From an optimization exercise on the open Yosys and OpenROAD flow, aimed at small area; shortcuts taken in it are not production practice.
In this exercise RTL edits were held to simulation tests only and were not proved equivalent to the original.
Power and IR drop assume default switching activity.

--- design.v ---
module ffdc_128x8 (clk, rst_n, clr, wr, d, rd, q, nfull, nempty, level);
parameter CLR  = 1;
parameter FREE = 0;
input            clk;
input            rst_n;
input            clr;
input            wr;
input  [7:0]     d;
input            rd;
output reg [7:0] q;
output           nfull;
output           nempty;
output reg [4:0] level;
reg  [7:0]  mem [0:15];
reg  [3:0]  rptr;
wire [3:0]  wptr  = FREE ? (rptr - level[3:0]) : (rptr + level[3:0]);
wire        c     = CLR ? clr : 1'b0;
wire        full  = FREE ? (level == 5'd0) : level[4];
wire        empty = FREE ? level[4] : (level == 5'd0);
wire        do_wr = wr & ~full;
wire        do_rd = rd & ~empty;
wire [15:0] rsel  = 16'd1 << rptr;
reg  [7:0]  rdata;
integer     k;
always @(*) begin
  rdata = 8'h00;
  for (k = 0; k < 16; k = k + 1)
    rdata = rdata | (mem[k] & {8{rsel[k]}});
end
assign nfull  = ~full;
assign nempty = ~empty;
always @(posedge clk) begin
  if (do_wr && !c)
    mem[wptr] <= d;
end
always @(posedge clk or negedge rst_n) begin
  if (!rst_n) begin
    rptr  <= 4'd0;
    level <= FREE ? 5'd16 : 5'd0;
    q     <= 8'h00;
  end
  else if (c) begin
    rptr  <= 4'd0;
    level <= FREE ? 5'd16 : 5'd0;
  end
  else begin
    if (do_rd) begin
      rptr <= rptr + 1'b1;
      q    <= rdata;
    end
    if (FREE)
      level <= level - {4'd0, do_wr} + {4'd0, do_rd};
    else
      level <= level + {4'd0, do_wr} - {4'd0, do_rd};
  end
end
endmodule
module qspi_clk_div (clk, rst_n, prescal, sclk, rise, fall);
input        clk;
input        rst_n;
input  [7:0] prescal;
output reg   sclk;
output       rise;
output       fall;
reg  [7:0] cnt;
wire [7:0] eff  = (prescal == 8'h0) ? 8'h1 : prescal;
wire       tick = (cnt == eff);
assign rise = tick & ~sclk;
assign fall = tick &  sclk;
always @(posedge clk or negedge rst_n) begin
  if (!rst_n) begin
    cnt  <= 8'h1;
    sclk <= 1'b0;
  end
  else begin
    if (cnt < eff)
      cnt <= cnt + 1'b1;
    else
      cnt <= 8'h1;
    if (tick)
      sclk <= ~sclk;
  end
end
endmodule
module qspi_ahb_slave_itf (
  clk, rst_n, hsel_i, haddr_i, htrans_i, hwrite_i, hsize_i, hburst_i,
  hready_o, hresp_o, hrdata_o,
  val_o, asel_o, rd_o, ben_o, rdata_i, ack_i
);
input         clk;
input         rst_n;
input         hsel_i;
input  [31:0] haddr_i;
input  [1:0]  htrans_i;
input         hwrite_i;
input  [2:0]  hsize_i;
input  [2:0]  hburst_i;
output        hready_o;
output [1:0]  hresp_o;
output [31:0] hrdata_o;
output        val_o;
output reg [2:0] asel_o;
output reg    rd_o;
output reg [3:0] ben_o;
input  [31:0] rdata_i;
input         ack_i;
reg        st_data;      
reg        st_err;       
reg        hr_ok;        
reg [31:0] hrdata_r;     
wire nseq  = (htrans_i == 2'b10);
wire seq   = (htrans_i == 2'b11);
wire legal = (hburst_i[2:1] == 2'b00) & ((hsize_i == 3'b000) | (hsize_i == 3'b001) | (hsize_i == 3'b010));
wire idle  = ~st_data & ~st_err;
wire start_ok  = idle & hsel_i & nseq & legal;
wire start_err = idle & hsel_i & (htrans_i[0] | (nseq & ~legal));
wire [13:0] aw = haddr_i[15:2];
wire [2:0]  asel_c = (aw == 14'h0000) ? 3'd0 :
                     (aw == 14'h0004) ? 3'd1 :
                     (aw == 14'h0005) ? 3'd2 :
                     (aw == 14'h0006) ? 3'd3 :
                     (aw == 14'h0008) ? 3'd4 : 3'd7;
wire [3:0]  ben_c  = (hsize_i == 3'b000) ? (4'b0001 << haddr_i[1:0]) :
                     (hsize_i == 3'b001) ? (haddr_i[1] ? 4'b1100 : 4'b0011) : 4'b1111;
assign val_o    = st_data;
assign hready_o = st_data ? ack_i : ~(idle & hsel_i & htrans_i[0]);
assign hresp_o  = {1'b0, start_err | st_err};
assign hrdata_o = (st_data & ack_i) ? rdata_i : (hr_ok ? hrdata_r : 32'h0);
always @(posedge clk or negedge rst_n) begin
  if (!rst_n) begin
    st_data  <= 1'b0;
    st_err   <= 1'b0;
    hr_ok    <= 1'b0;
    rd_o     <= 1'b0;
    asel_o   <= 3'd0;
    ben_o    <= 4'b0000;
  end
  else begin
    hr_ok    <= 1'b1;
    st_err   <= start_err;
    if (start_ok)
      st_data <= 1'b1;
    else if (st_data & ack_i & ~(hsel_i & seq))
      st_data <= 1'b0;
    if (start_ok)
      rd_o <= ~hwrite_i;
    if (start_ok | (st_data & seq)) begin
      asel_o <= asel_c;
      ben_o  <= ben_c;
    end
  end
end
always @(posedge clk)
  hrdata_r <= hrdata_o;
endmodule
module qspi_ctrl_reg (
  clk, rst_n, val, asel, rd, ben, wdata, rdata, ack, busy, op_st,
  prescal, dlr, fmode, dmode, adsize, admode, imode, instr, faddr,
  tx_wr, tx_d, tx_nfull, rx_rd, rx_q, rx_nempty, cs_n
);
input             clk;
input             rst_n;
input             val;
input  [2:0]      asel;
input             rd;
input  [3:0]      ben;
input  [31:0]     wdata;
output [31:0]     rdata;
output reg        ack;
input             busy;
output reg        op_st;
output reg [7:0]  prescal;
output reg [31:0] dlr;
output reg [1:0]  fmode, dmode, adsize, admode, imode;
output reg [7:0]  instr;
output reg [31:0] faddr;
output reg        tx_wr;
output [7:0]      tx_d;
input             tx_nfull;
output reg        rx_rd;
input  [7:0]      rx_q;
input             rx_nempty;
input             cs_n;
localparam IDLE = 3'd0, RD_DAT = 3'd1, RD_ACK = 3'd2, WR_DAT = 3'd5, WR_ACK = 3'd6;
reg [2:0]  fst;
reg [3:0]  fcnt;
reg [31:0] rd_dat_r;
reg [31:0] wr_dat_r;
reg        rx_rd_r;
reg        wr_dr_r;
wire a_cr  = (asel == 3'd0);
wire a_dlr = (asel == 3'd1);
wire a_ccr = (asel == 3'd2);
wire a_ar  = (asel == 3'd3);
wire a_dr  = (asel == 3'd4);
wire wr_en = val & ~rd;
wire wr_dr = wr_en & a_dr;
wire rd_dr = val & rd & a_dr;
wire cfg   = wr_en & ~busy;     
assign rdata = ~rd ? 32'h0 : a_ccr ? {22'h0, imode, instr} : a_dr ? rd_dat_r : 32'h0;
assign tx_d  = wr_dat_r[7:0];
wire [1:0] imode_n  = (cfg & a_ccr & ben[1]) ? wdata[9:8]   : imode;
wire [1:0] admode_n = (cfg & a_ccr & ben[1]) ? wdata[11:10] : admode;
wire [1:0] fmode_n  = (cfg & a_ccr & ben[3]) ? wdata[27:26] : fmode;
wire [1:0] dmode_n  = (cfg & a_ccr & ben[3]) ? wdata[25:24] : dmode;
always @(posedge clk or negedge rst_n) begin
  if (!rst_n) begin
    prescal <= 8'h0;
    dlr     <= 32'h0;
    faddr   <= 32'h0;
    fmode   <= 2'h0;
    dmode   <= 2'h0;
    adsize  <= 2'h0;
    admode  <= 2'h0;
    imode   <= 2'h0;
    instr   <= 8'h0;
    op_st   <= 1'b0;
  end
  else begin
    if (cfg & a_cr & ben[3]) prescal <= wdata[31:24];
    if (cfg & a_dlr & ben[3]) dlr[31:24] <= wdata[31:24];
    if (cfg & a_dlr & ben[2]) dlr[23:16] <= wdata[23:16];
    if (cfg & a_dlr & ben[1]) dlr[15:8]  <= wdata[15:8];
    if (cfg & a_dlr & ben[0]) dlr[7:0]   <= wdata[7:0];
    if (cfg & a_ar & ben[3]) faddr[31:24] <= wdata[31:24];
    if (cfg & a_ar & ben[2]) faddr[23:16] <= wdata[23:16];
    if (cfg & a_ar & ben[1]) faddr[15:8]  <= wdata[15:8];
    if (cfg & a_ar & ben[0]) faddr[7:0]   <= wdata[7:0];
    fmode  <= fmode_n;
    dmode  <= dmode_n;
    imode  <= imode_n;
    admode <= admode_n;
    if (cfg & a_ccr & ben[1]) adsize <= wdata[13:12];
    if (cfg & a_ccr & ben[0]) instr  <= wdata[7:0];
    op_st <= (cfg & a_ccr & ben[0] & (imode_n != 2'b00) & (admode_n == 2'b00) &
              ((fmode_n == 2'b01) | (dmode_n == 2'b00))) |
             (cfg & a_ar & (ben != 4'h0) & (admode != 2'b00) &
              ((fmode == 2'b01) | (dmode == 2'b00))) |
             (cfg & a_dr & (ben != 4'h0) & (admode != 2'b00) &
              ((fmode == 2'b00) | (dmode != 2'b00)));
  end
end
reg [3:0] lim;    
reg       lim_ok;
always @(*) begin
  lim_ok = 1'b1;
  case (ben)
    4'hf:    lim = 4'h4;
    4'h3:    lim = 4'h2;
    4'h1:    lim = 4'h1;
    default: begin lim = 4'h0; lim_ok = 1'b0; end
  endcase
end
wire at_lim = (fcnt == lim);
always @(posedge clk or negedge rst_n) begin
  if (!rst_n) begin
    fst  <= IDLE;
    fcnt <= 4'h0;
  end
  else begin
    case (fst)
      IDLE: begin
        fcnt <= 4'h0;
        if (rd_dr && (fmode == 2'b01))
          fst <= RD_DAT;
        else if (wr_dr && (fmode == 2'b00))
          fst <= WR_DAT;
      end
      RD_DAT: begin
        if (!lim_ok || at_lim)
          fst <= RD_ACK;
        else if (ben != 4'hf || rx_nempty)
          fcnt <= fcnt + 1'b1;
        else if (cs_n)
          fst <= RD_ACK;
      end
      WR_DAT: begin
        if (!lim_ok || at_lim)
          fst <= WR_ACK;
        else if (tx_nfull)
          fcnt <= fcnt + 1'b1;
      end
      default: begin
        fcnt <= 4'h0;
        fst  <= IDLE;
      end
    endcase
  end
end
always @(*) begin
  rx_rd = 1'b0;
  tx_wr = 1'b0;
  case (fst)
    IDLE:   rx_rd = rd_dr & rx_nempty;
    RD_DAT: rx_rd = lim_ok & ~at_lim & rx_nempty;
    WR_DAT: tx_wr = lim_ok & ~at_lim & tx_nfull;
    default: ;
  endcase
end
always @(posedge clk or negedge rst_n) begin
  if (!rst_n) begin
    rx_rd_r  <= 1'b0;
    rd_dat_r <= 32'h0;
    wr_dr_r  <= 1'b0;
  end
  else begin
    rx_rd_r <= rx_rd;
    wr_dr_r <= wr_dr;
    if (rx_rd_r)
      rd_dat_r <= {rd_dat_r[23:0], rx_q};
  end
end
always @(posedge clk) begin
  if (wr_dr && !wr_dr_r)
    wr_dat_r <= wdata;
  else if (tx_wr)
    wr_dat_r <= {8'h00, wr_dat_r[31:8]};
end
always @(*) begin
  if (rd_dr)
    ack = (fst == RD_ACK) | ((fst == IDLE) & (fmode != 2'b01));
  else if (wr_dr)
    ack = (fst == WR_ACK) | ((fst == IDLE) & (fmode != 2'b00));
  else
    ack = 1'b1;
end
endmodule
module qspi_shifter (
  clk, rst_n, sclk, rise, fall, op_st, fmode, admode, imode, dmode,
  instr, faddr, adsize, dlr,
  busy, qspi_clk_o, qspi_cs_n_o, qspi_d_o, qspi_d_i, qspi_d_oe,
  rx_clr, rx_wr, rx_d, tx_rd, tx_q
);
input            clk;
input            rst_n;
input            sclk;
input            rise;
input            fall;
input            op_st;
input  [1:0]     fmode, admode, imode, dmode, adsize;
input  [7:0]     instr;
input  [31:0]    faddr;
input  [31:0]    dlr;
output           busy;
output           qspi_clk_o;
output           qspi_cs_n_o;
output reg [3:0] qspi_d_o;
input  [3:0]     qspi_d_i;
output reg [3:0] qspi_d_oe;
output           rx_clr;
output           rx_wr;
output reg [7:0] rx_d;
output           tx_rd;
input  [7:0]     tx_q;
localparam IDLE = 3'd0, START = 3'd1, INSTR = 3'd2, ADDR = 3'd3, WR_DA = 3'd4, RD_DA = 3'd5;
reg [2:0]  state, nst;
reg        start_pend;
reg        cs_n_r, cs_n_r1;
reg [2:0]  phase;
reg [7:0]  addr_t;      
reg [23:0] addr_l;      
reg [31:0] tcnt;        
reg [1:0]  acnt;        
reg        eo_instr, eo_addr, eo_wr, eo_rd;
reg        tx_rd_n;
reg        clk_oe;
reg [3:0]  d_o_c, d_oe_c;
reg        clk_oe_c;
wire start_req = op_st | start_pend;
assign busy = (state != IDLE) | start_req;
wire [2:0] ph_inst = (imode == 2'b01) ? 3'd7 : (imode == 2'b10) ? 3'd3 : (imode == 2'b11) ? 3'd1 : 3'd0;
wire [2:0] ph_addr = (admode == 2'b01) ? 3'd7 : (admode == 2'b10) ? 3'd3 : (admode == 2'b11) ? 3'd1 : 3'd0;
wire [2:0] ph_dat  = (dmode == 2'b01) ? 3'd7 : (dmode == 2'b10) ? 3'd3 : (dmode == 2'b11) ? 3'd1 : 3'd0;
wire       ph0     = (phase == 3'd0);
wire       tz      = (tcnt == 32'h0);
wire       az      = (acnt == 2'd0);
always @(posedge clk or negedge rst_n) begin
  if (!rst_n)
    start_pend <= 1'b0;
  else
    start_pend <= start_req & ~(rise & (state == IDLE));
end
always @(posedge clk or negedge rst_n) begin
  if (!rst_n)
    state <= IDLE;
  else if (rise)
    state <= nst;
end
always @(*) begin
  case (state)
    IDLE:  nst = start_req ? START : IDLE;
    START: nst = (imode != 2'b00) ? INSTR : (admode != 2'b00) ? ADDR : IDLE;
    INSTR: begin
      if (!eo_instr)
        nst = INSTR;
      else if (admode != 2'b00)
        nst = ADDR;
      else if (dmode == 2'b00)
        nst = IDLE;
      else if (fmode == 2'b00)
        nst = WR_DA;
      else if (fmode == 2'b01)
        nst = RD_DA;
      else
        nst = IDLE;
    end
    ADDR: begin
      if (!eo_addr)
        nst = ADDR;
      else if ((dmode != 2'b00) && (fmode == 2'b00))
        nst = WR_DA;
      else if ((dmode != 2'b00) && (fmode == 2'b01))
        nst = RD_DA;
      else
        nst = IDLE;
    end
    WR_DA: nst = eo_wr ? IDLE : WR_DA;
    RD_DA: nst = eo_rd ? IDLE : RD_DA;
    default: nst = IDLE;
  endcase
end
always @(posedge clk or negedge rst_n) begin
  if (!rst_n) begin
    phase    <= 3'd0;
    cs_n_r   <= 1'b1;
    eo_instr <= 1'b0;
    addr_t   <= 8'h0;
    addr_l   <= 24'h0;
    eo_addr  <= 1'b0;
    eo_wr    <= 1'b0;
    eo_rd    <= 1'b0;
    tx_rd_n  <= 1'b1;
    rx_d     <= 8'h00;
  end
  else if (rise) begin
    case (nst)
      IDLE: begin
        phase    <= 3'd0;
        cs_n_r   <= 1'b1;
        eo_instr <= 1'b0;
        eo_addr  <= 1'b0;
      end
      START: begin
        cs_n_r <= 1'b0;
        if (imode != 2'b00)
          phase <= ph_inst;
        else if (admode != 2'b00) begin
          phase <= ph_addr;
          case (adsize)
            2'b00: addr_t <= faddr[7:0];
            2'b01: {addr_t, addr_l[23:16]} <= faddr[15:0];
            2'b10: {addr_t, addr_l[23:8]}  <= faddr[23:0];
            2'b11: {addr_t, addr_l}        <= faddr[31:0];
          endcase
        end
        tx_rd_n <= ~((dmode != 2'b00) && (fmode == 2'b00));
      end
      INSTR: begin
        tx_rd_n <= 1'b1;
        if (ph0) begin
          eo_instr <= 1'b1;
          if (admode != 2'b00)
            phase <= ph_addr;
          else
            phase <= ph_dat;
        end
        else begin
          phase    <= phase - 1'b1;
          eo_instr <= 1'b0;
        end
      end
      ADDR: begin
        eo_instr <= 1'b0;
        tx_rd_n  <= 1'b1;
        if (ph0) begin
          if (az) begin
            eo_addr <= 1'b1;
            phase   <= ph_dat;
          end
          else begin
            phase   <= ph_addr;
            eo_addr <= 1'b0;
          end
        end
        else
          phase <= phase - 1'b1;
        if (ph0) begin
          addr_t <= addr_l[23:16];
          addr_l <= {addr_l[15:0], 8'h00};
        end
      end
      WR_DA: begin
        eo_instr <= 1'b0;
        eo_addr  <= 1'b0;
        if (ph0) begin
          if (tz)
            eo_wr <= 1'b1;
          else begin
            phase <= ph_dat;
            eo_wr <= 1'b0;
          end
        end
        else
          phase <= phase - 1'b1;
      end
      RD_DA: begin
        eo_instr <= 1'b0;
        eo_addr  <= 1'b0;
        if (ph0) begin
          if (tz)
            eo_rd <= 1'b1;
          else begin
            phase <= ph_dat;
            eo_rd <= 1'b0;
          end
        end
        else
          phase <= phase - 1'b1;
        case (dmode)
          2'b01: rx_d <= {rx_d[6:0], qspi_d_i[1]};
          2'b10: rx_d <= {rx_d[5:0], qspi_d_i[1:0]};
          2'b11: rx_d <= {rx_d[3:0], qspi_d_i[3:0]};
          default: ;
        endcase
      end
      default: ;
    endcase
  end
end
always @(posedge clk) begin
  if (rise) begin
    case (nst)
      START: begin
        tcnt <= dlr;
        acnt <= adsize;
      end
      INSTR:
        if (ph0)
          acnt <= adsize;
      ADDR:
        if (ph0 && !az)
          acnt <= acnt - 1'b1;
      WR_DA, RD_DA:
        if (ph0 && !tz)
          tcnt <= tcnt - 1'b1;
      default: ;
    endcase
  end
end
reg [7:0] obyte;
reg [1:0] omode;
reg [3:0] obits;
always @(*) begin
  case (nst)
    INSTR:   begin obyte = instr;  omode = imode;  end
    ADDR:    begin obyte = addr_t; omode = admode; end
    default: begin obyte = tx_q;   omode = dmode;  end
  endcase
  case (omode)
    2'b10:   obits = {2'b11, obyte[{phase[1:0], 1'b1}], obyte[{phase[1:0], 1'b0}]};
    2'b11:   obits = phase[0] ? obyte[7:4] : obyte[3:0];
    default: obits = {3'b111, obyte[phase]};
  endcase
end
always @(*) begin
  d_o_c    = 4'hf;
  d_oe_c   = 4'h0;
  clk_oe_c = 1'b0;
  case (nst)
    INSTR: begin
      clk_oe_c = 1'b1;
      d_o_c    = obits;
      d_oe_c   = (imode == 2'b01) ? 4'hd : 4'hf;
    end
    ADDR, WR_DA: begin
      clk_oe_c = 1'b1;
      d_o_c    = obits;
    end
    RD_DA: clk_oe_c = 1'b1;
    default: ;
  endcase
end
always @(posedge clk or negedge rst_n) begin
  if (!rst_n) begin
    cs_n_r1   <= 1'b1;
    qspi_d_o  <= 4'hf;
    qspi_d_oe <= 4'h0;
    clk_oe    <= 1'b1;
  end
  else if (fall) begin
    cs_n_r1   <= cs_n_r;
    qspi_d_o  <= d_o_c;
    qspi_d_oe <= d_oe_c;
    clk_oe    <= clk_oe_c;
  end
end
assign rx_clr      = rise & (nst == START) & (fmode == 2'b01);
assign rx_wr       = rise & (state == RD_DA) & (phase == 3'd7);
assign tx_rd       = ~tx_rd_n & rise;
assign qspi_clk_o  = clk_oe & sclk;
assign qspi_cs_n_o = cs_n_r & cs_n_r1;
endmodule
module quad_spi_top (
  hclk_i, hresetn_i, hsel_i, haddr_i, htrans_i, hwrite_i, hsize_i, hburst_i,
  hwdata_i, hrdata_o, hready_o, hresp_o,
  tx_fifo_space, rx_fifo_fill,
  qspi_clk_o, qspi_d_i, qspi_d_o, qspi_d_oe, qspi_cs_n_o
);
input            hclk_i;
input            hresetn_i;
input            hsel_i;
input   [31:0]   haddr_i;
input   [1:0]    htrans_i;
input            hwrite_i;
input   [2:0]    hsize_i;
input   [2:0]    hburst_i;
input   [31:0]   hwdata_i;
output  [31:0]   hrdata_o;
output           hready_o;
output  [1:0]    hresp_o;
output  [3:0]    tx_fifo_space;
output  [3:0]    rx_fifo_fill;
output           qspi_clk_o;
input   [3:0]    qspi_d_i;
output  [3:0]    qspi_d_o;
output  [3:0]    qspi_d_oe;
output           qspi_cs_n_o;
wire        val;
wire [2:0]  asel;
wire        rd;
wire [3:0]  ben;
wire [31:0] rdata;
wire        ack;
wire        busy;
wire        op_st;
wire [7:0]  prescal;
wire [1:0]  fmode, dmode, adsize, admode, imode;
wire [7:0]  instr;
wire [31:0] dlr, faddr;
wire        sclk, rise, fall;
wire        tx_wr, tx_rd, tx_nfull;
wire [7:0]  tx_d, tx_q;
wire [4:0]  tx_free;
wire        rx_wr, rx_rd, rx_nempty, rx_clr;
wire [7:0]  rx_d, rx_q;
wire [4:0]  rx_used;
assign tx_fifo_space = tx_free[4] ? 4'hf : tx_free[3:0];
assign rx_fifo_fill  = rx_used[4] ? 4'hf : rx_used[3:0];
qspi_clk_div u_clk_div (
  .clk(hclk_i), .rst_n(hresetn_i), .prescal(prescal),
  .sclk(sclk), .rise(rise), .fall(fall));
qspi_ahb_slave_itf u_ahb_if (
  .clk(hclk_i), .rst_n(hresetn_i), .hsel_i(hsel_i), .haddr_i(haddr_i),
  .htrans_i(htrans_i), .hwrite_i(hwrite_i), .hsize_i(hsize_i), .hburst_i(hburst_i),
  .hready_o(hready_o), .hresp_o(hresp_o), .hrdata_o(hrdata_o),
  .val_o(val), .asel_o(asel), .rd_o(rd), .ben_o(ben), .rdata_i(rdata), .ack_i(ack));
qspi_ctrl_reg u_ctrl_reg (
  .clk(hclk_i), .rst_n(hresetn_i), .val(val), .asel(asel), .rd(rd), .ben(ben),
  .wdata(hwdata_i), .rdata(rdata), .ack(ack), .busy(busy), .op_st(op_st),
  .prescal(prescal), .dlr(dlr), .fmode(fmode), .dmode(dmode), .adsize(adsize),
  .admode(admode), .imode(imode), .instr(instr), .faddr(faddr),
  .tx_wr(tx_wr), .tx_d(tx_d), .tx_nfull(tx_nfull),
  .rx_rd(rx_rd), .rx_q(rx_q), .rx_nempty(rx_nempty), .cs_n(qspi_cs_n_o));
ffdc_128x8 #(.CLR(0), .FREE(1)) u_wr_dat_fifo (
  .clk(hclk_i), .rst_n(hresetn_i), .clr(1'b0),
  .wr(tx_wr), .d(tx_d), .rd(tx_rd), .q(tx_q),
  .nfull(tx_nfull), .nempty(), .level(tx_free));
ffdc_128x8 #(.CLR(1), .FREE(0)) u_rd_dat_fifo (
  .clk(hclk_i), .rst_n(hresetn_i), .clr(rx_clr),
  .wr(rx_wr), .d(rx_d), .rd(rx_rd), .q(rx_q),
  .nfull(), .nempty(rx_nempty), .level(rx_used));
qspi_shifter u_qspi_shifter (
  .clk(hclk_i), .rst_n(hresetn_i), .sclk(sclk), .rise(rise), .fall(fall),
  .op_st(op_st), .fmode(fmode), .admode(admode), .imode(imode), .dmode(dmode),
  .instr(instr), .faddr(faddr), .adsize(adsize), .dlr(dlr),
  .busy(busy), .qspi_clk_o(qspi_clk_o), .qspi_cs_n_o(qspi_cs_n_o),
  .qspi_d_o(qspi_d_o), .qspi_d_i(qspi_d_i), .qspi_d_oe(qspi_d_oe),
  .rx_clr(rx_clr), .rx_wr(rx_wr), .rx_d(rx_d), .tx_rd(tx_rd), .tx_q(tx_q));
endmodule
--- config.mk ---
export PLATFORM = sky130hd
export DESIGN_NAME = quad_spi_top
export DESIGN_NICKNAME = quad_spi_top
export VERILOG_FILES = /design/flow/design.v
export SDC_FILE = /design/flow/constraint.sdc
export NUM_CORES = 4
export LEC_CHECK = 0
export CAP_MARGIN = 20
export CORE_MARGIN = 2
export CORE_UTILIZATION = 60
export CTS_BUF_LIST = sky130_fd_sc_hd__clkbuf_16
export CTS_CLUSTER_DIAMETER = 100
export CTS_CLUSTER_SIZE = 28
export SLEW_MARGIN = 20
--- standard.sh ---
#!/bin/bash
# synth_recipe.tcl (not shown) runs the flow's synth.tcl, then flattens the netlist and writes it again
# the make line also repeats each setting of config.mk as NAME=value (left out here)
make -C /OpenROAD-flow-scripts/flow DESIGN_CONFIG=/design/flow/config.mk WORK_HOME=/design/flow/orfs CLKGATE_MAP_FILE= SYNTH_SCRIPT=/design/flow/synth_recipe.tcl "${@:-finish}"
--- constraint.sdc ---
create_clock -name core_clock -period 10.0 [get_ports {hclk_i}]
set_input_delay 2.0000 -clock core_clock [delete_from_list [all_inputs] [get_ports {hclk_i}]]
set_output_delay 2.0000 -clock core_clock [all_outputs]
set_load 0.01 [all_outputs]
--- flow/run.sh ---
#!/bin/bash
# The standard layout (the standard.sh: standard synthesis, floorplan,
# placement, CTS, routing), with the smallest buffer as the port buffer cell.
# Every input and output port still gets its own buffer.
set -euo pipefail
export BUFFER_PORTS_ARGS="-buffer_cell sky130_fd_sc_hd__buf_1"
bash standard.sh > standard.log 2>&1
==> results by group, run 1 <==
Status
  – Run status: timing/DRC/antenna clean

Timing
  – Measured slew at the worst slew-check pin: 1100 ps
  – Final hold vios: 0
  – Final Skew: 16.8 ps
  – Setup violators final: 0
  – Time the worst path needs with I/O delays and setup: 5710 ps
  – Worst hold margin: 470 ps
  – Final TNS setup: 0 ps
  – Fin crit share: 57.1%
  – RSZ-0062 raised after global routing: false
  – Relative slew slack: between 20% and 30%
  – Fmax: 175 MHz
  – Slew Viols, Final: 0

Logic synthesis
  – Distinct cells, synth: around 90
  – Largest area contributor in the netlist: edfxtp_1
  – Synth Flop Type: edfxtp_1
  – Async set-reset flop share out of synthesis: 41.1%
  – Syn avg cell area: 12.5 um2
  – Count leader, synth: edfxtp_1
  – Flops & latches, synth: 601
  – Syn Std Cell Area: 27000 um2
  – Post-synth top cells: edfxtp_1, dfrtp_1, nand2_1
  – Cells after synthesis: 2163
  – Synthesized net count: between 2000 and 2500
  – Post-synth EDFFs: 322
  – Synth top area cells: edfxtp_1, dfrtp_1, mux2_2, ha_1, nand2_1
  – Synth top area share: 35.9%
  – Seq/Total Area, Yosys: 61.2%
  – Yosys Warn Count: 6

Finish
  – Syn-to-layout area delta: 6.17%
  – Final Instance Count excl. Fillers: between 2000 and 3000
  – Design Area, Final: 28600 um2
  – Nets: between 2000 and 2500
  – Share of cells above drive strength 1: 12.4%

Clock tree
  – Root Buffer: clkbuf_16
  – CTS tree: done
  – Post-CTS setup buffer count: 0
  – Cts hold-fix bufs: 0
  – CTS Buf Count: 25
  – H-tree depth: 1
  – Worst-path clk slew: 110 ps
  – Worst-skew pair later-pin latency: roughly 600 ps
  – # resized after CTS: 0
  – CTS Sinks: 601
  – Max clock buf depth: 3

Floorplanning
  – Full die area: 46700 um2
  – Starting Density: 60.9%
  – Rows: 77
  – Die W: 216 um
  – Die Y: between 200 and 250 um
  – I/O Pins: around 130
  – Floorplan core area: 44300 um2

Power and ir drop
  – Cell leakage power: about 0.011 uW
  – Max VDD drop: around 0.00018 V
  – Power Density: approximately 180 nW/um2
  – Tot Pwr: 5030 uW

Detailed routing
  – Met3 WL post-DR: about 4300 um
  – Total Wirelength: between 60000 and 70000 um
  – DR top layer: met4
  – DRT met1 WL: 29800 um
  – Final ANT Viol Nets: 0
  – Wire length per cell: 23.1 um
  – Drt first pass iters: 6
  – Vias: 17600
  – Vias per Instance: 6.24
  – DRC errors left: 0
  – DR iter-0 viols: 2127
  – Met2 Wirelength: roughly 30000 um

Placement
  – GP Congestion: 0.895
  – DP Area: 27900 um2
  – DP Cell Count: 2780
  – HPWL after DPL: 44800 um
  – Port bufs: ~110

Global routing
  – Total track usage: 28.1%
  – Initial antenna violation count: 1
  – Number of global-route vias before repair: between 15000 and 20000
  – Largest net degree at the start of global routing: 164
  – First-pass GRT wire length: 101000 um
  – Grt total ovfl: 0

Worst setup path
  – CP Buf/Inv Count: 2
  – Crit start category: input pin
  – Slowest stage delay, CP: 890 ps
  – Critical Path AT: 3710 ps
  – Crit-path max FO: 3
  – FF-to-FF Start: u_ctrl_reg.prescal[1]
  – Critical path class: input pin to primary output
  – CP Data Required Time: 8000 ps
  – Critical-path cell list: buf_1 > a2111oi_0 > nor2b_1 > o21a_1 > or2_2 > buf_1
  – R2R cell count: 8
  – Slowest-stage cell, CP: a2111oi_0
  – CP Depth: 6
  – CP dominant cell by count: buf_1
  – CP top delay family: compound AO/OA/AOI/OAI gates
  – Critical Path Sink Type: primary output
  – Worst setup path startpoint: hsize_i[0]

Min path
  – Hold depth: 2
  – Min-delay src: u_qspi_shifter.cs_n_r1
  – Hold crit path type: flop to flop

Job
  – Max_cap viols: 0
==> per-layer routing <==
| layer | up-vias | global-route usage [%] |
|---|---|---|
| met4 | 0 | 5.53 |
| met5 | - | 0 |
| met1 | 8870 | 43.3 |
| met2 | 583 | 42.9 |
| met3 | 62 | 4.16 |
| li1 | 8131 | - |
==> flip-flops by register name, indices dropped and copies added, names as in the netlist, 32 cells and up <==
register and flops:
u_wr_dat_fifo.mem 128, u_rd_dat_fifo.mem 128, u_qspi_shifter.tcnt 32, u_ahb_if.hrdata_r 32, u_ctrl_reg.faddr 32, u_ctrl_reg.rd_dat_r 32
u_ctrl_reg.wr_dat_r 32, u_ctrl_reg.dlr 32
==> placed cells by master (no fill, tap or decap), drive strengths merged, types with 7 or more instances in the layout <==
master | netlist | layout
or3 | 14 | 14
buf | 36 | 142
nor3 | 36 | 36
or4 | 7 | 7
a211oi | 21 | 21
nor2b | 21 | 21
xor2 | 24 | 24
a22o | 35 | 35
a221oi | 21 | 21
inv | 61 | 80
nor4 | 9 | 9
a32oi | 9 | 9
xnor2 | 34 | 34
o21a | 10 | 10
a222oi | 27 | 27
nand2b | 10 | 10
dfxtp | 32 | 32
edfxtp | 322 | 322
a21oi | 61 | 61
nand3 | 48 | 48
a22oi | 49 | 49
and3 | 7 | 7
nand2 | 197 | 197
o21ai | 156 | 156
mux2i | 27 | 27
dfstp | 10 | 10
ha | 61 | 61
and2 | 18 | 18
nand4 | 12 | 12
mux2 | 180 | 180
a31oi | 33 | 33
o31ai | 9 | 9
clkbuf | 81 | 26
dfrtp | 237 | 237
a21o | 13 | 13
nor2 | 146 | 146
==> path summary, 6_finish.rpt <==
check | end | slack (ps)
setup / recovery | hresp_o[0] | 4290
hold / removal | u_qspi_shifter.cs_n_r1 | 470
setup reg to reg | u_rd_dat_fifo.mem[14][7] | 5820
hold reg to reg | u_qspi_shifter.cs_n_r1 | 470
max in group asynchronous | u_qspi_shifter.rx_d[7] | 7320
min in group asynchronous | u_ctrl_reg.rd_dat_r[31] | 1380
==> where the power goes <==
part / internal (uW) / switching (uW) / leakage, uW
clock: 464 / 751 / 0.000415
sequential: 2710 / 127 / 0.00659
combinational: 328 / 648 / 0.00413
==> metrics by stage <==
stage,util [%],worst slack (ps)
after detailed placement,63.0,4370
after floorplan,-,4970
after CTS,64.6,4370
after global routing,64.6,4210
after global placement,62.9,4410
final,64.6,4290
==> final cells by class <==
class | count | area, um2
Sequential cell | 601 | 16500
Fill cell | 3402 | 15700
Multi-Input combinational cell | 1382 | 9750
Tap cell | 592 | 741
Timing Repair Buffer | 143 | 686
Clock buffer | 25 | 626
Inverter | 63 | 236
Clock inverter | 20 | 87.6
Antenna cell | 1 | 2.50
==> worst min-delay path, cell delays in order, from the launching register on <==
cell	delay (ps)
dfstp_2	390
nand2_1	50
nand2_1	50
==> cells by family after synthesis <==
family	Yosys count	synth area share (%)
AO/OA/AOI/OAI	499	12.8
other	2	0.0278
flip-flops	601	61.2
buffers and inverters	180	2.79
adder cells (fa/ha/maj)	66	3.16
multiplexers	210	8.77
AND/OR/NAND/NOR	547	9.41
XOR/XNOR	58	1.88
==> run 2: changes to the inputs <==
==> run.sh (new file) <==
#!/bin/bash
# synth_recipe.tcl (not shown) runs the flow's synth.tcl, then flattens the netlist and writes it again
# the make line also repeats each setting of config.mk as NAME=value (left out here)
make -C /OpenROAD-flow-scripts/flow DESIGN_CONFIG=/design/flow/config.mk WORK_HOME=/design/flow/orfs CLKGATE_MAP_FILE= SYNTH_SCRIPT=/design/flow/synth_recipe.tcl finish
removed: flow/run.sh
removed: standard.sh
==> results by group, run 2 <==
Logic synthesis
  – Synthesized net count: 2308 (unchanged)
  – Complex-gate fraction of the synthesized area: 12.8% (unchanged)
  – Distinct cells, synth: 89 (unchanged)
  – Largest family of logic cells by synthesized area: compound AO/OA/AOI/OAI gates (unchanged)
  – Count leader, synth: edfxtp_1 (unchanged)
  – Seq/Total Area, Yosys: 61.2% (unchanged)
  – Synth top area cells: edfxtp_1, dfrtp_1, mux2_2, ha_1, nand2_1 (unchanged)
  – Cells after synthesis: 2163 (unchanged)
  – Post-synth top cells: edfxtp_1, dfrtp_1, nand2_1 (unchanged)
  – Syn avg cell area: 12.5 um2 (unchanged)
  – Async set-reset flop share out of synthesis: 41.1% (unchanged)
  – Flops & latches, synth: 601 (unchanged)
  – Synth Flop Type: edfxtp_1 (unchanged)
  – Yosys Warn Count: 6 (unchanged)
  – Post-synthesis mux area share: 8.77% (unchanged)
  – Post-synth EDFFs: 322 (unchanged)
  – Synth top area share: 35.9% (unchanged)
  – Syn Std Cell Area: 27000 um2 (unchanged)
  – Post-synthesis xor/xnor area fraction: 1.88% (unchanged)
  – Adder-Cell Fraction of Synth Area: 3.16% (unchanged)
  – Post-Synth Simple-Gate Area: 9.41% (unchanged)
  – Largest area contributor in the netlist: edfxtp_1 (unchanged)

Floorplanning
  – Rows: 77 (unchanged)
  – Full die area: 46700 um2 (unchanged)
  – Die W: 216 um (unchanged)
  – I/O Pins: 133 (unchanged)
  – Starting Density: 60.9% (unchanged)
  – Die Y: 216 um (unchanged)
  – Floorplan core area: 44300 um2 (unchanged)

Detailed routing
  – DR iter-0 viols: 1779 (was 2127)
  – DRC errors left: 0 (unchanged)
  – Wire length per cell: 23.0 um (was 23.1 um)
  – Vias: 17600 (about the same)
  – Total Wirelength: 64900 um (was 65200 um)
  – Final ANT Viol Nets: 0 (unchanged)
  – Drt first pass iters: 6 (unchanged)
  – Vias per Instance: 6.25 (was 6.24)

Timing
  – Setup violators final: 0 (unchanged)
  – Relative slew slack: 17.3% (was 26.6%)
  – Measured slew at the worst slew-check pin: 1240 ps (was 1100 ps)
  – Final Skew: 14.5 ps (was 16.8 ps)
  – Fin crit share: 62.9% (was 57.1%)
  – Worst hold margin: 464 ps (was 470 ps)
  – RSZ-0062 raised after global routing: false (unchanged)
  – Final TNS setup: 0 ps (unchanged)
  – Final hold vios: 0 (unchanged)
  – Slew Viols, Final: 0 (unchanged)
  – Fmax: 159 MHz (was 175 MHz)
  – Time the worst path needs with I/O delays and setup: 6290 ps (was 5710 ps)

Worst setup path
  – CP Data Required Time: 8000 ps (about the same)
  – CP dominant cell by count: clkdlybuf4s50_1 (was buf_1)
  – Crit start category: input pin (unchanged)
  – Critical path class: input pin to primary output (unchanged)
  – Crit-path max FO: 3 (unchanged)
  – CP Buf/Inv Count: 2 (unchanged)
  – Critical Path Sink Type: primary output (unchanged)
  – CP top delay family: compound AO/OA/AOI/OAI gates (unchanged)
  – Slowest-stage cell, CP: a2111oi_0 (unchanged)
  – Critical-path cell list: clkdlybuf4s50_1 > a2111oi_0 > nor2b_1 > o21a_1 > or2_2 > clkdlybuf4s50_1 (was buf_1 > a2111oi_0 > nor2b_1 > o21a_1 > or2_2 > buf_1)
  – Critical Path AT: 4290 ps (was 3710 ps)
  – Slowest stage delay, CP: 770 ps (was 890 ps)

Clock tree
  – CTS Buf Count: 25 (unchanged)
  – Worst-skew pair later-pin latency: 590 ps (was 600 ps)
  – Max clock buf depth: 3 (unchanged)
  – Cts hold-fix bufs: 0 (unchanged)
  – Root Buffer: clkbuf_16 (unchanged)
  – # resized after CTS: 0 (unchanged)
  – Post-CTS setup buffer count: 0 (unchanged)
  – Worst-path clk slew: 110 ps (about the same)
  – CTS tree: done (unchanged)
  – CTS Sinks: 601 (unchanged)
  – H-tree depth: 1 (unchanged)

Global routing
  – Initial antenna violation count: 0 (was 1)
  – First-pass GRT wire length: 101000 um (about the same)
  – Largest net degree at the start of global routing: 159 (was 164)
  – Number of global-route vias before repair: 16900 (about the same)
  – Total track usage: 27.9% (was 28.1%)
  – Grt total ovfl: 0 (unchanged)

Placement
  – GP Congestion: 0.901 (was 0.895)
  – DP Area: 28600 um2 (was 27900 um2)
  – Port bufs: 114 (unchanged)
  – HPWL after DPL: 44600 um (was 44800 um)

Finish
  – Share of cells above drive strength 1: 12.3% (was 12.4%)
  – Nets: 2357 (was 2361)
  – Most common cell after layout, fill and taps aside: edfxtp_1 (unchanged)
  – Diodes inserted: 0 (was 1)
  – Syn-to-layout area delta: 8.80% (was 6.17%)
  – Most frequent cells in the layout: edfxtp_1, dfrtp_1, nand2_1 (unchanged)
  – Design Area, Final: 29300 um2 (was 28600 um2)
  – Largest regs: u_rd_dat_fifo.mem x128, u_wr_dat_fifo.mem x128 (unchanged)

Status
  – Run status: timing/DRC/antenna clean (unchanged)

Power and ir drop
  – Max VDD drop: 0.000156 V (was 0.000180 V)
  – Tot Pwr: 5090 uW (was 5030 uW)
  – Cell leakage power: 0.0114 uW (was 0.0111 uW)
  – Power Density: 173 nW/um2 (was 176 nW/um2)

Job
  – Max_cap viols: 0 (unchanged)

Min path
  – Hold crit path type: flop to flop (unchanged)
[run 2: cell families after synthesis]
family,Yosys count
AO/OA/AOI/OAI,499
buffers and inverters,180
AND/OR/NAND/NOR,547
flip-flops,601
multiplexers,210
adder cells (fa/ha/maj),66
other,2
XOR/XNOR,58
[run 2: metrics by stage]
stage / std cells / setup slack (ps) / utilization (%)
2_1_floorplan: 2163 / 4970 / -
3_3_place_gp: 2776 / 3620 / 64.4
3_5_place_dp: 2777 / 3710 / 64.5
4_1_cts: 2822 / 3690 / 66.2
5_1_grt: 2822 / 3540 / 66.2
6_report: 2822 / 3710 / 66.2
[run 2: per-layer routing]
metal | global-route usage [%] | wire, um
met1 | 43.1 | 30100
met5 | 0 | 0
met4 | 6.30 | 1590
met2 | 42.9 | 29600
met3 | 3.24 | 3620
[run 2: worst reg2reg max path: stages, from the launching register on]
cell and delay, ps:
dfrtp_1 420, nor4_1 270, a41o_1 220, ha_1 130, nand4_1 270, or3_1 640, or4_1 700, or3_1 480
nor2_1 770
[run 2: area by class of cell]
class,count,area [um2]
Sequential cell,601,16500
Timing Repair Buffer,139,1370
Clock buffer,25,626
Clock inverter,20,115
Inverter,63,236
Tap cell,592,741
Fill cell,3361,15000
Multi-Input combinational cell,1382,9750
[run 2: final timing paths]
check / startpoint / to / slack [ps] / depth (start not counted)
worst max-delay path: hsize_i[0] / hresp_o[0] / 3710 / 6
worst min-delay path: u_qspi_shifter.cs_n_r1 / u_qspi_shifter.cs_n_r1 / 460 / 2
worst max register to register: u_ctrl_reg.prescal[1] / u_rd_dat_fifo.mem[14][7] / 5750 / 8
worst min register to register: u_qspi_shifter.cs_n_r1 / u_qspi_shifter.cs_n_r1 / 460 / 2
max in group asynchronous: hresetn_i / u_ctrl_reg.dlr[23] / 7260 / 2
min in group asynchronous: hresetn_i / u_ctrl_reg.rd_dat_r[20] / 1390 / 1
[run 2: report_power, final]
group | total, uW | switching, uW | internal, uW
clock | 1240 | 748 | 491
combinational | 1010 | 648 | 363
sequential | 2840 | 122 | 2710
total | 5090 | 1520 | 3570
==> run 3: changes to the inputs <==
--- a/design.v
+++ b/design.v
@@ -432,3 +432,2 @@
     tx_rd_n  <= 1'b1;
-    rx_d     <= 8'h00;
   end
@@ -518,8 +517,2 @@
           phase <= phase - 1'b1;
-        case (dmode)
-          2'b01: rx_d <= {rx_d[6:0], qspi_d_i[1]};
-          2'b10: rx_d <= {rx_d[5:0], qspi_d_i[1:0]};
-          2'b11: rx_d <= {rx_d[3:0], qspi_d_i[3:0]};
-          default: ;
-        endcase
       end
@@ -549,2 +542,6 @@
 end
+always @(posedge clk) begin
+  if (rise && nst == RD_DA)
+    rx_d <= {rx_d[6:0], qspi_d_i[1]};
+end
 reg [7:0] obyte;
==> results by group, run 3 <==
Worst setup path
  – R2R cell count: 11 (was 8)
  – Critical Path Sink Type: primary output (unchanged)
  – Critical-path cell list: clkdlybuf4s50_1 > a2111oi_1 > buf_4 > nor2b_1 > o21a_1 > or2_2 > clkdlybuf4s50_1 (was clkdlybuf4s50_1 > a2111oi_0 > nor2b_1 > o21a_1 > or2_2 > clkdlybuf4s50_1)
  – Critical path class: input pin to primary output (unchanged)
  – CP dominant cell by count: clkdlybuf4s50_1 (unchanged)
  – Slowest-stage cell, CP: a2111oi_1 (was a2111oi_0)
  – FF-to-FF Start: u_ctrl_reg.imode[1] (was u_ctrl_reg.prescal[1])
  – Critical Path AT: 4450 ps (was 4290 ps)
  – FF-to-FF setup slack: 5490 ps (was 5750 ps)
  – Crit start category: input pin (unchanged)
  – CP Data Required Time: 8000 ps (about the same)
  – Crit-path max FO: 3 (unchanged)
  – Reg2reg end: u_rd_dat_fifo.q[6] (was u_rd_dat_fifo.mem[14][7])
  – Slowest stage delay, CP: 770 ps (about the same)

Detailed routing
  – Vias: 17400 (was 17600)
  – Vias per Instance: 6.28 (was 6.25)
  – Final ANT Viol Nets: 0 (unchanged)
  – DRC errors left: 0 (unchanged)
  – Drt first pass iters: 6 (unchanged)
  – Total Wirelength: 64700 um (was 64900 um)
  – DR iter-0 viols: 1810 (was 1779)
  – Wire length per cell: 23.3 um (was 23.0 um)

Power and ir drop
  – Sequential share of power: 57.2% (was 55.7%)
  – Max VDD drop: 0.000176 V (was 0.000156 V)
  – Power Density: 169 nW/um2 (was 173 nW/um2)
  – Pint: 3490 uW (was 3570 uW)
  – Psw: 1400 uW (was 1520 uW)
  – Tot Pwr: 4890 uW (was 5090 uW)
  – Sw Share: 28.7% (was 29.9%)
  – Clk pwr share: 24.9% (was 24.4%)
  – Combinational power share: 17.9% (was 19.9%)
  – Cell leakage power: 0.0108 uW (was 0.0114 uW)

Timing
  – Final Skew: 23.8 ps (was 14.5 ps)
  – Measured slew at the worst slew-check pin: 1050 ps (was 1240 ps)
  – RSZ-0062 raised after global routing: false (unchanged)
  – Final hold vios: 0 (unchanged)
  – Setup violators final: 0 (unchanged)
  – Fin crit share: 64.5% (was 62.9%)
  – Slew Viols, Final: 0 (unchanged)
  – Fmax: 155 MHz (was 159 MHz)
  – Final TNS setup: 0 ps (unchanged)
  – Time the worst path needs with I/O delays and setup: 6450 ps (was 6290 ps)
  – Relative slew slack: 29.5% (was 17.3%)

Placement
  – GP Congestion: 0.904 (was 0.901)
  – HPWL after DPL: 44400 um (was 44600 um)
  – DP Area: 28200 um2 (was 28600 um2)
  – Port bufs: 111 (was 114)
  – DP Cell Count: 2724 (was 2777)

Finish
  – Nets: 2302 (was 2357)
  – Syn-to-layout area delta: 8.74% (was 8.80%)
  – Design Area, Final: 28900 um2 (was 29300 um2)
  – Diodes inserted: 0 (unchanged)
  – Share of cells above drive strength 1: 11.8% (was 12.3%)
  – Final Instance Count excl. Fillers: 2770 (was 2822)
  – Largest regs: u_rd_dat_fifo.mem x128, u_wr_dat_fifo.mem x128 (unchanged)
  – Most frequent cells in the layout: edfxtp_1, dfrtp_1, nand2_1 (unchanged)
  – Most common cell after layout, fill and taps aside: edfxtp_1 (unchanged)

Global routing
  – First-pass GRT wire length: 99600 um (was 101000 um)
  – Largest net degree at the start of global routing: 104 (was 159)
  – Grt total ovfl: 0 (unchanged)
  – Met2 usage: 45.0% (was 42.9%)
  – GR peak layer: met2 (was met1)
  – Initial antenna violation count: 3 (was 0)
  – Met1 Resource Use GR: 41.1% (was 43.1%)
  – Met3 Use GR: 3.63% (was 3.24%)
  – Total track usage: 27.9% (about the same)
  – Number of global-route vias before repair: 16700 (was 16900)

Logic synthesis
  – Distinct cells, synth: 83 (was 89)
  – Syn avg cell area: 12.5 um2 (about the same)
  – Yosys Warn Count: 6 (unchanged)
  – Syn Std Cell Area: 26600 um2 (was 27000 um2)
  – Async set-reset flop share out of synthesis: 39.8% (was 41.1%)
  – Flops & latches, synth: 601 (unchanged)
  – Synth top area cells: edfxtp_1, dfrtp_1, mux2_2, ha_1, o21ai_0 (was edfxtp_1, dfrtp_1, mux2_2, ha_1, nand2_1)
  – Count leader, synth: edfxtp_1 (unchanged)
  – Largest area contributor in the netlist: edfxtp_1 (unchanged)
  – Seq/Total Area, Yosys: 62.3% (was 61.2%)
  – Synth top area share: 37.3% (was 35.9%)
  – Synthesized net count: 2261 (was 2308)
  – Synth Flop Type: edfxtp_1 (unchanged)
  – Post-synth EDFFs: 330 (was 322)
  – Cells after synthesis: 2118 (was 2163)
  – Post-synth top cells: edfxtp_1, dfrtp_1, nand2_1 (unchanged)

Clock tree
  – H-tree depth: 1 (unchanged)
  – Post-CTS setup buffer count: 0 (unchanged)
  – # resized after CTS: 0 (unchanged)
  – Max clock buf depth: 3 (unchanged)
  – CTS Buf Count: 25 (unchanged)
  – Worst-skew pair later-pin latency: 600 ps (was 590 ps)
  – Cts hold-fix bufs: 0 (unchanged)
  – Worst-path clk slew: 110 ps (about the same)
  – Root Buffer: clkbuf_16 (unchanged)
  – CTS tree: done (unchanged)
  – CTS Sinks: 601 (unchanged)

Min path
  – Min-delay src: u_qspi_shifter.cs_n_r1 (unchanged)
  – Hold endpoint: u_qspi_shifter.cs_n_r1 (unchanged)
  – Hold crit path type: flop to flop (unchanged)
  – Hold depth: 2 (unchanged)

Job
  – Max_cap viols: 0 (unchanged)

Floorplanning
  – Full die area: 46000 um2 (was 46700 um2)
  – Floorplan core area: 43900 um2 (was 44300 um2)
  – Starting Density: 60.5% (was 60.9%)
  – Die W: 214 um (was 216 um)
  – I/O Pins: 133 (unchanged)
  – Die Y: 214 um (was 216 um)
  – Rows: 77 (unchanged)

Status
  – Run status: timing/DRC/antenna clean (unchanged)
## run 3: cells by family (layout without fill, tap and decap cells)
logic type	Yosys count	in the layout	synth area share, %
buf+inv	183	243	2.71
mux	195	195	8.26
fa+ha+maj	64	64	3.12
compound gates	492	492	12.5
simple gates	524	524	9.27
flops	601	601	62.3
other cells	2	2	0.0283
xor+xnor	57	57	1.88
## run 3: worst max-delay path by stage
stage	to	from	slack [ps]
2_1_floorplan	hresp_o[0]	hsize_i[0]	4970
3_3_place_gp	hresp_o[0]	hsize_i[0]	3490
3_5_place_dp	hresp_o[0]	hsize_i[0]	3460
4_1_cts	hresp_o[0]	hsize_i[0]	3460
5_1_grt	hresp_o[0]	hsize_i[0]	3440
6_report	hresp_o[0]	hsize_i[0]	3550
## run 3: area by class of cell
cell class              count  area (um2)
clock buffers              25         626
clock inverters            21        96.3
fillers                  3394       15000
inverters                  62         233
multi-input cells        1334        9360
flip-flops and latches    601       16500
well taps                 592         741
repair buffers            135        1300
## run 3: metrics by stage
step	util (%)	hold slack [ps]	setup slack, ps
after global placement	64.1	444	3490
after detailed placement	64.1	448	3460
after CTS	65.8	465	3460
after floorplan	-	436	4970
after global routing	65.8	479	3440
final	65.8	461	3550
## run 3: worst max-delay path: cells and delay by family
kind | cells | cell delay, ps
buffers and inverters | 3 | 1190
and+or+nand+nor | 2 | 320
AOI/OAI and AO/OA | 2 | 940
## run 3: layer usage
metal  wire length, um  part of all wire [%]
met1             28200                    44
met2             31000                    48
met3              3990                   6.2
met4              1440                   2.2
met5                 0                     0
## run 3: power by group through the flow
stage          clock network [uW]  logic, uW  registers [uW]
4_1_cts                      1240        872            2800
2_1_floorplan                   0        634            2790
6_report                     1220        875            2800
3_3_place_gp                    0        845            2850
3_5_place_dp                    0        867            2850
5_1_grt                      1320        975            2810
==> run 4: changes to the inputs <==
==> flow/run.sh (new file) <==
#!/bin/bash
# The standard layout (the standard.sh: standard synthesis, floorplan,
# placement, CTS, routing), with the smallest buffer as the port buffer cell.
# Every input and output port still gets its own buffer.
set -euo pipefail
export BUFFER_PORTS_ARGS="-buffer_cell sky130_fd_sc_hd__buf_1"
bash standard.sh > standard.log 2>&1
==> standard.sh (new file) <==
#!/bin/bash
# synth_recipe.tcl (not shown) runs the flow's synth.tcl, then flattens the netlist and writes it again
# the make line also repeats each setting of config.mk as NAME=value (left out here)
make -C /OpenROAD-flow-scripts/flow DESIGN_CONFIG=/design/flow/config.mk WORK_HOME=/design/flow/orfs CLKGATE_MAP_FILE= SYNTH_SCRIPT=/design/flow/synth_recipe.tcl "${@:-finish}"
removed: run.sh
==> results by group, run 4 <==
Worst setup path
  – CP Data Required Time: 8000 ps (about the same)
  – Worst setup path startpoint: hsize_i[0] (unchanged)
  – Crit-path max FO: 3 (unchanged)
  – Critical path class: input pin to primary output (unchanged)
  – Critical Path Sink Type: primary output (unchanged)
  – Critical Path AT: 3710 ps (was 4450 ps)
  – Crit start category: input pin (unchanged)
  – FF-to-FF Start: u_ctrl_reg.imode[1] (unchanged)
  – R2R cell count: 11 (unchanged)

Logic synthesis
  – Syn avg cell area: 12.5 um2 (unchanged)
  – Count leader, synth: edfxtp_1 (unchanged)
  – Synth top area cells: edfxtp_1, dfrtp_1, mux2_2, ha_1, o21ai_0 (unchanged)
  – Yosys Warn Count: 6 (unchanged)
  – Async set-reset flop share out of synthesis: 39.8% (unchanged)
  – Largest area contributor in the netlist: edfxtp_1 (unchanged)
  – Seq/Total Area, Yosys: 62.3% (unchanged)
  – Synth Flop Type: edfxtp_1 (unchanged)
  – Post-synth EDFFs: 330 (unchanged)
  – Syn Std Cell Area: 26600 um2 (unchanged)
  – Cells after synthesis: 2118 (unchanged)
  – Flops & latches, synth: 601 (unchanged)
  – Distinct cells, synth: 83 (unchanged)
  – Synth top area share: 37.3% (unchanged)
  – Synthesized net count: 2261 (unchanged)
  – Post-synth top cells: edfxtp_1, dfrtp_1, nand2_1 (unchanged)

Global routing
  – Number of global-route vias before repair: 16600 (was 16700)
  – Grt total ovfl: 0 (unchanged)
  – First-pass GRT wire length: 99400 um (was 99600 um)
  – Total track usage: 28.0% (was 27.9%)
  – Initial antenna violation count: 3 (unchanged)
  – Largest net degree at the start of global routing: 80 (was 104)

Finish
  – Most frequent cells in the layout: edfxtp_1, dfrtp_1, nand2_1 (unchanged)
  – Register area: 16500 um2 (unchanged)
  – Share of cells above drive strength 1: 12.0% (was 11.8%)
  – Nets: 2307 (was 2302)
  – Fillers: 3469 (was 3394)
  – Most common cell after layout, fill and taps aside: edfxtp_1 (unchanged)
  – Diodes inserted: 0 (unchanged)
  – Syn-to-layout area delta: 6.21% (was 8.74%)
  – Area occupied by multi-input gates: 9350 um2 (was 9360 um2)
  – Design Area, Final: 28200 um2 (was 28900 um2)
  – Largest regs: u_rd_dat_fifo.mem x128, u_wr_dat_fifo.mem x128 (unchanged)

Floorplanning
  – I/O Pins: 133 (unchanged)
  – Full die area: 46000 um2 (unchanged)
  – Die W: 214 um (unchanged)
  – Rows: 77 (unchanged)
  – Starting Density: 60.5% (unchanged)
  – Die Y: 214 um (unchanged)
  – Floorplan core area: 43900 um2 (unchanged)

Power and ir drop
  – Clk pwr share: 24.9% (about the same)
  – Psw: 1410 uW (was 1400 uW)
  – Power Density: 172 nW/um2 (was 169 nW/um2)
  – Combinational power share: 17.4% (was 17.9%)
  – Pint: 3460 uW (was 3490 uW)
  – Max VDD drop: 0.000180 V (was 0.000176 V)
  – Sequential share of power: 57.6% (was 57.2%)
  – Cell leakage power: 0.0106 uW (was 0.0108 uW)
  – Sw Share: 28.9% (was 28.7%)

Detailed routing
  – Vias per Instance: 6.27 (was 6.28)
  – Final ANT Viol Nets: 0 (unchanged)
  – Wire length per cell: 23.3 um (about the same)
  – DR iter-0 viols: 1878 (was 1810)
  – Total Wirelength: 64700 um (about the same)
  – Drt first pass iters: 6 (unchanged)
  – Vias: 17400 (about the same)
  – DRC errors left: 0 (unchanged)

Timing
  – Measured slew at the worst slew-check pin: 1120 ps (was 1050 ps)
  – Relative slew slack: 24.8% (was 29.5%)
  – Slew Viols, Final: 0 (unchanged)
  – Final TNS setup: 0 ps (unchanged)
  – Final hold vios: 0 (unchanged)
  – RSZ-0062 raised after global routing: false (unchanged)
  – Final Skew: 23.1 ps (was 23.8 ps)
  – Time the worst path needs with I/O delays and setup: 5710 ps (was 6450 ps)
  – Setup violators final: 0 (unchanged)
  – Fin crit share: 57.1% (was 64.5%)
  – Fmax: 175 MHz (was 155 MHz)

Placement
  – DP Area: 27500 um2 (was 28200 um2)
  – HPWL after DPL: 44000 um (was 44400 um)
  – Port bufs: 111 (unchanged)
  – GP Congestion: 0.937 (was 0.904)

Clock tree
  – CTS tree: done (unchanged)
  – # resized after CTS: 0 (unchanged)
  – H-tree depth: 1 (unchanged)
  – Cts hold-fix bufs: 0 (unchanged)
  – Worst-path clk slew: 100 ps (was 110 ps)
  – Root Buffer: clkbuf_16 (unchanged)
  – CTS Sinks: 601 (unchanged)
  – CTS Buf Count: 25 (unchanged)
  – Max clock buf depth: 3 (unchanged)
  – Worst-skew pair later-pin latency: 600 ps (about the same)
  – Post-CTS setup buffer count: 0 (unchanged)

Status
  – Run status: timing/DRC/antenna clean (unchanged)

Min path
  – Hold depth: 2 (unchanged)
  – Min-delay src: u_qspi_shifter.cs_n_r1 (unchanged)
  – Hold crit path type: flop to flop (unchanged)

Job
  – Max_cap viols: 0 (unchanged)
## run 4: cell counts after synthesis
No cell type changed its count.
## run 4: through the flow
stage               worst slack, ps  util (%)  hold WS [ps]  power (uW)  std cells
global placement               4200      62.6           444        3670       2729
detailed placement             4140      62.6           453        3690       2729
global route                   4150      64.3           489        5070       2775
finish                         4290      64.3           465        4870       2775
floorplan                      4970         -           436        3420       2118
CTS                            4150      64.3           465        4880       2775
## run 4: final cells by class
class / count / area share (%)
Clock buffer: 25 / 2.22
Clock inverter: 21 / 0.328
Inverter: 62 / 0.824
Multi-Input combinational cell: 1334 / 33.1
Sequential cell: 601 / 58.6
Tap cell: 592 / 2.62
Timing Repair Buffer: 140 / 2.26
## run 4: final timing paths
path	endpoint	slack (ps)
setup reg to reg	u_rd_dat_fifo.q[6]	5540
min in group asynchronous	u_ctrl_reg.dlr[13]	1460
hold / removal	u_qspi_shifter.cs_n_r1	470
hold reg to reg	u_qspi_shifter.cs_n_r1	470
max in group asynchronous	u_qspi_shifter.eo_instr	6350
setup / recovery	hresp_o[0]	4290
## run 4: per-layer routing
layer | wire [um] | track usage [%] | vias up
met5 | 0 | 0 | -
met2 | 30800 | 45.4 | 560
li1 | - | - | 7979
met4 | 1250 | 6.04 | 0
met1 | 29000 | 41.8 | 8785
met3 | 3590 | 2.27 | 66
## run 4: power by group through the flow
stage	clock network, uW	registers (uW)	logic (uW)
after floorplan	0	2790	634
after global placement	0	2850	819
after detailed placement	0	2850	838
after CTS	1240	2800	842
after global routing	1310	2820	944
final	1210	2800	848
## run 4: logic make-up after synthesis
logic type | share of synthesized area, %
flops | 62.3
simple gates | 9.27
compound gates | 12.5
mux | 8.26
buf+inv | 2.71
fa+ha+maj | 3.12
xor+xnor | 1.88
other cells | 0.0283
## run 4: worst max-delay path, stage by stage
cell       delay (ps)
buf_1             100
a2111oi_1         730
buf_4             260
nor2b_1            50
o21a_1            170
or2_2             270
buf_1             130
==> run 5: changes to the inputs <==
--- a/config.mk
+++ b/config.mk
@@ -7,3 +7,3 @@
 export LEC_CHECK = 0
-export CAP_MARGIN = 20
+export CAP_MARGIN = 0
 export CORE_MARGIN = 2
@@ -13,2 +13,2 @@
 export CTS_CLUSTER_SIZE = 28
-export SLEW_MARGIN = 20
+export SLEW_MARGIN = 0
==> results by group, run 5 <==
Floorplanning
  – Starting Density: 60.5% (unchanged)
  – Floorplan core area: 43900 um2 (unchanged)
  – Die Y: 214 um (unchanged)
  – Rows: 77 (unchanged)
  – Full die area: 46000 um2 (unchanged)
  – I/O Pins: 133 (unchanged)
  – Die W: 214 um (unchanged)

Placement
  – GP Congestion: 0.937 (unchanged)
  – HPWL after DPL: 44000 um (unchanged)
  – DP Cell Count: 2729 (unchanged)
  – Port bufs: 111 (unchanged)

Detailed routing
  – DR iter-0 viols: 1878 (unchanged)
  – Wire length per cell: 23.3 um (unchanged)
  – DRC errors left: 0 (unchanged)
  – Total Wirelength: 64700 um (unchanged)
  – Drt first pass iters: 6 (unchanged)
  – Vias per Instance: 6.27 (unchanged)
  – Vias: 17400 (unchanged)
  – Final ANT Viol Nets: 0 (unchanged)

Worst setup path
  – Critical Path AT: 3710 ps (about the same)
  – CP top delay family: compound AO/OA/AOI/OAI gates (unchanged)
  – CP Buf/Inv Count: 3 (unchanged)
  – CP Data Required Time: 8000 ps (about the same)
  – R2R cell count: 11 (unchanged)
  – FF-to-FF Start: u_ctrl_reg.imode[1] (unchanged)
  – Crit-path max FO: 3 (unchanged)
  – Critical Path Sink Type: primary output (unchanged)
  – Slowest stage delay, CP: 730 ps (about the same)
  – FF-to-FF setup slack: 5540 ps (about the same)
  – Crit start category: input pin (unchanged)
  – Reg2reg end: u_rd_dat_fifo.q[6] (unchanged)
  – Slowest-stage cell, CP: a2111oi_1 (unchanged)
  – CP dominant cell by count: buf_1 (unchanged)
  – Critical path class: input pin to primary output (unchanged)
  – Critical-path cell list: buf_1 > a2111oi_1 > buf_4 > nor2b_1 > o21a_1 > or2_2 > buf_1 (unchanged)

Timing
  – Worst hold margin: 465 ps (unchanged)
  – Final Skew: 23.1 ps (unchanged)
  – Relative slew slack: 24.8% (unchanged)
  – RSZ-0062 raised after global routing: false (unchanged)
  – Final TNS setup: 0 ps (unchanged)
  – Fin crit share: 57.1% (unchanged)
  – Setup violators final: 0 (unchanged)
  – Final hold vios: 0 (unchanged)
  – Slew Viols, Final: 0 (unchanged)
  – Fmax: 175 MHz (unchanged)
  – Measured slew at the worst slew-check pin: 1120 ps (unchanged)
  – Time the worst path needs with I/O delays and setup: 5710 ps (unchanged)

Clock tree
  – Worst-path clk slew: 100 ps (about the same)
  – Root Buffer: clkbuf_16 (unchanged)
  – Cts hold-fix bufs: 0 (unchanged)
  – # resized after CTS: 0 (unchanged)
  – Worst-skew pair later-pin latency: 600 ps (about the same)
  – Post-CTS setup buffer count: 0 (unchanged)
  – CTS Sinks: 601 (unchanged)
  – H-tree depth: 1 (unchanged)
  – CTS Buf Count: 25 (unchanged)
  – CTS tree: done (unchanged)
  – Max clock buf depth: 3 (unchanged)

Finish
  – Diodes inserted: 0 (unchanged)
  – Largest regs: u_rd_dat_fifo.mem x128, u_wr_dat_fifo.mem x128 (unchanged)
  – Area occupied by multi-input gates: 9350 um2 (unchanged)
  – Share of cells above drive strength 1: 12.0% (unchanged)
  – Final Instance Count excl. Fillers: 2775 (unchanged)
  – Register area: 16500 um2 (unchanged)
  – Syn-to-layout area delta: 6.21% (unchanged)
  – Fillers: 3469 (unchanged)
  – Most common cell after layout, fill and taps aside: edfxtp_1 (unchanged)
  – Most frequent cells in the layout: edfxtp_1, dfrtp_1, nand2_1 (unchanged)
  – Nets: 2307 (unchanged)

Job
  – Max_cap viols: 0 (unchanged)

Logic synthesis
  – Post-synth top cells: edfxtp_1, dfrtp_1, nand2_1 (unchanged)
  – Synth top area share: 37.3% (unchanged)
  – Flops & latches, synth: 601 (unchanged)
  – Syn Std Cell Area: 26600 um2 (unchanged)
  – Synth Flop Type: edfxtp_1 (unchanged)
  – Distinct cells, synth: 83 (unchanged)
  – Cells after synthesis: 2118 (unchanged)
  – Syn avg cell area: 12.5 um2 (unchanged)
  – Post-synth EDFFs: 330 (unchanged)
  – Largest area contributor in the netlist: edfxtp_1 (unchanged)
  – Async set-reset flop share out of synthesis: 39.8% (unchanged)
  – Synthesized net count: 2261 (unchanged)
  – Seq/Total Area, Yosys: 62.3% (unchanged)
  – Count leader, synth: edfxtp_1 (unchanged)
  – Yosys Warn Count: 6 (unchanged)
  – Synth top area cells: edfxtp_1, dfrtp_1, mux2_2, ha_1, o21ai_0 (unchanged)

Power and ir drop
  – Pint: 3460 uW (unchanged)
  – Max VDD drop: 0.000180 V (unchanged)
  – Clk pwr share: 24.9% (about the same)
  – Power Density: 172 nW/um2 (unchanged)
  – Sequential share of power: 57.6% (about the same)
  – Psw: 1410 uW (unchanged)
  – Cell leakage power: 0.0106 uW (unchanged)
  – Combinational power share: 17.4% (about the same)
  – Sw Share: 28.9% (unchanged)

Min path
  – Min-delay src: u_qspi_shifter.cs_n_r1 (unchanged)
  – Hold depth: 2 (unchanged)
  – Hold crit path type: flop to flop (unchanged)
  – Hold endpoint: u_qspi_shifter.cs_n_r1 (unchanged)

Global routing
  – First-pass GRT wire length: 99400 um (unchanged)
  – Grt total ovfl: 0 (unchanged)
  – Total track usage: 28.0% (unchanged)
  – Number of global-route vias before repair: 16600 (unchanged)
  – Largest net degree at the start of global routing: 80 (unchanged)
  – Initial antenna violation count: 3 (unchanged)

Status
  – Run status: timing/DRC/antenna clean (unchanged)
==> run 5: how the worst max path moves through the flow <==
stage                          start          to  slack [ps]  depth (start not counted)
after global routing      hsize_i[0]  hresp_o[0]        4150                          7
after CTS                 hsize_i[0]  hresp_o[0]        4150                          7
after global placement    hsize_i[0]  hresp_o[0]        4200                          7
final                     hsize_i[0]  hresp_o[0]        4290                          7
after floorplan           hsize_i[0]  hresp_o[0]        4970                          4
after detailed placement  hsize_i[0]  hresp_o[0]        4140                          7
==> run 5: cell type report <==
cell class / instances / area share (%)
flip-flops and latches: 601 / 58.6
multi-input cells: 1334 / 33.1
well taps: 592 / 2.62
repair buffers: 140 / 2.26
clock buffers: 25 / 2.22
inverters: 62 / 0.824
clock inverters: 21 / 0.328
==> run 5: routing by layer <==
| metal | part of all wire, % | track usage [%] | up-vias |
|---|---|---|---|
| li1 | - | - | 7979 |
| met1 | 45 | 41.8 | 8785 |
| met2 | 48 | 45.4 | 560 |
| met3 | 5.5 | 2.27 | 66 |
| met4 | 1.9 | 6.04 | 0 |
| met5 | 0 | 0 | - |
==> run 5: cell families after synthesis <==
kind of cell               share of synthesized area (%)
muxes                                               8.26
buffers and inverters                               2.71
DFF                                                 62.3
adders and majority gates                           3.12
AOI/OAI and AO/OA                                   12.5
and+or+nand+nor                                     9.27
xor gates and xnor gates                            1.88
other                                             0.0283
==> run 5: through the flow <==
stage / total power (uW) / area, um2 / setup slack (ps) / utilization, %
after floorplan: 3420 / 26600 / 4970 / -
after global placement: 3670 / 27500 / 4200 / 62.6
after detailed placement: 3690 / 27500 / 4140 / 62.6
after CTS: 4880 / 28200 / 4150 / 64.3
after global routing: 5070 / 28200 / 4150 / 64.3
final: 4870 / 28200 / 4290 / 64.3
==> run 5: worst reg2reg max path, stage by stage (launching register included) <==
cell and delay, ps:
dfrtp_1 460, inv_1 170, ha_1 330, or3b_1 380
a21oi_1 730, nor4_2 120, buf_4 240, or3_1 630
nor4_4 600, nor2b_1 400, nor2_1 200, a31oi_1 50
==> run 5: power by group through the flow <==
stage               clock (uW)  combinational, uW  sequential, uW
floorplan                    0                634            2790
global placement             0                819            2850
detailed placement           0                838            2850
CTS                       1240                842            2800
global route              1310                944            2820
finish                    1210                848            2800

## static timing again, ports no longer ideal
How much do the figures lean on ideal ports? The routed layouts below were timed once more, with nothing changed but the port constraints.
Step 1 sets driving cells, clkbuf_16 on the clock port and buf_2 on the other inputs (assumed; they add their load-dependent delay and slew).
Step 2 also shifts input and output timing later by t, the mid clock arrival at the registers, as if the neighbouring blocks saw the same clock.
Slacks: no drivers / after step 1 / after step 2; pairs: no drivers / after step 1.
run	shift t [ns]	setup slack, ns	clock arrival spread, ns	slew at the worst register clock pin (ns)
run 1	0.651	4.295 / 4.275 / 4.275	0.021 / 0.021	0.12 / 0.12
run 2	0.648	3.714 / 3.691 / 3.691	0.016 / 0.016	0.11 / 0.11
run 3	0.645	3.551 / 3.524 / 3.524	0.027 / 0.027	0.12 / 0.12
run 4	0.643	4.294 / 4.274 / 4.274	0.024 / 0.023	0.11 / 0.11
run 5	0.643	4.294 / 4.274 / 4.274	0.024 / 0.023	0.11 / 0.11
After both steps every run listed still meets setup and hold. For run 3, which loses most, drivers alone change the setup slack by -0.027 ns; drivers and shift together by -0.027 ns.
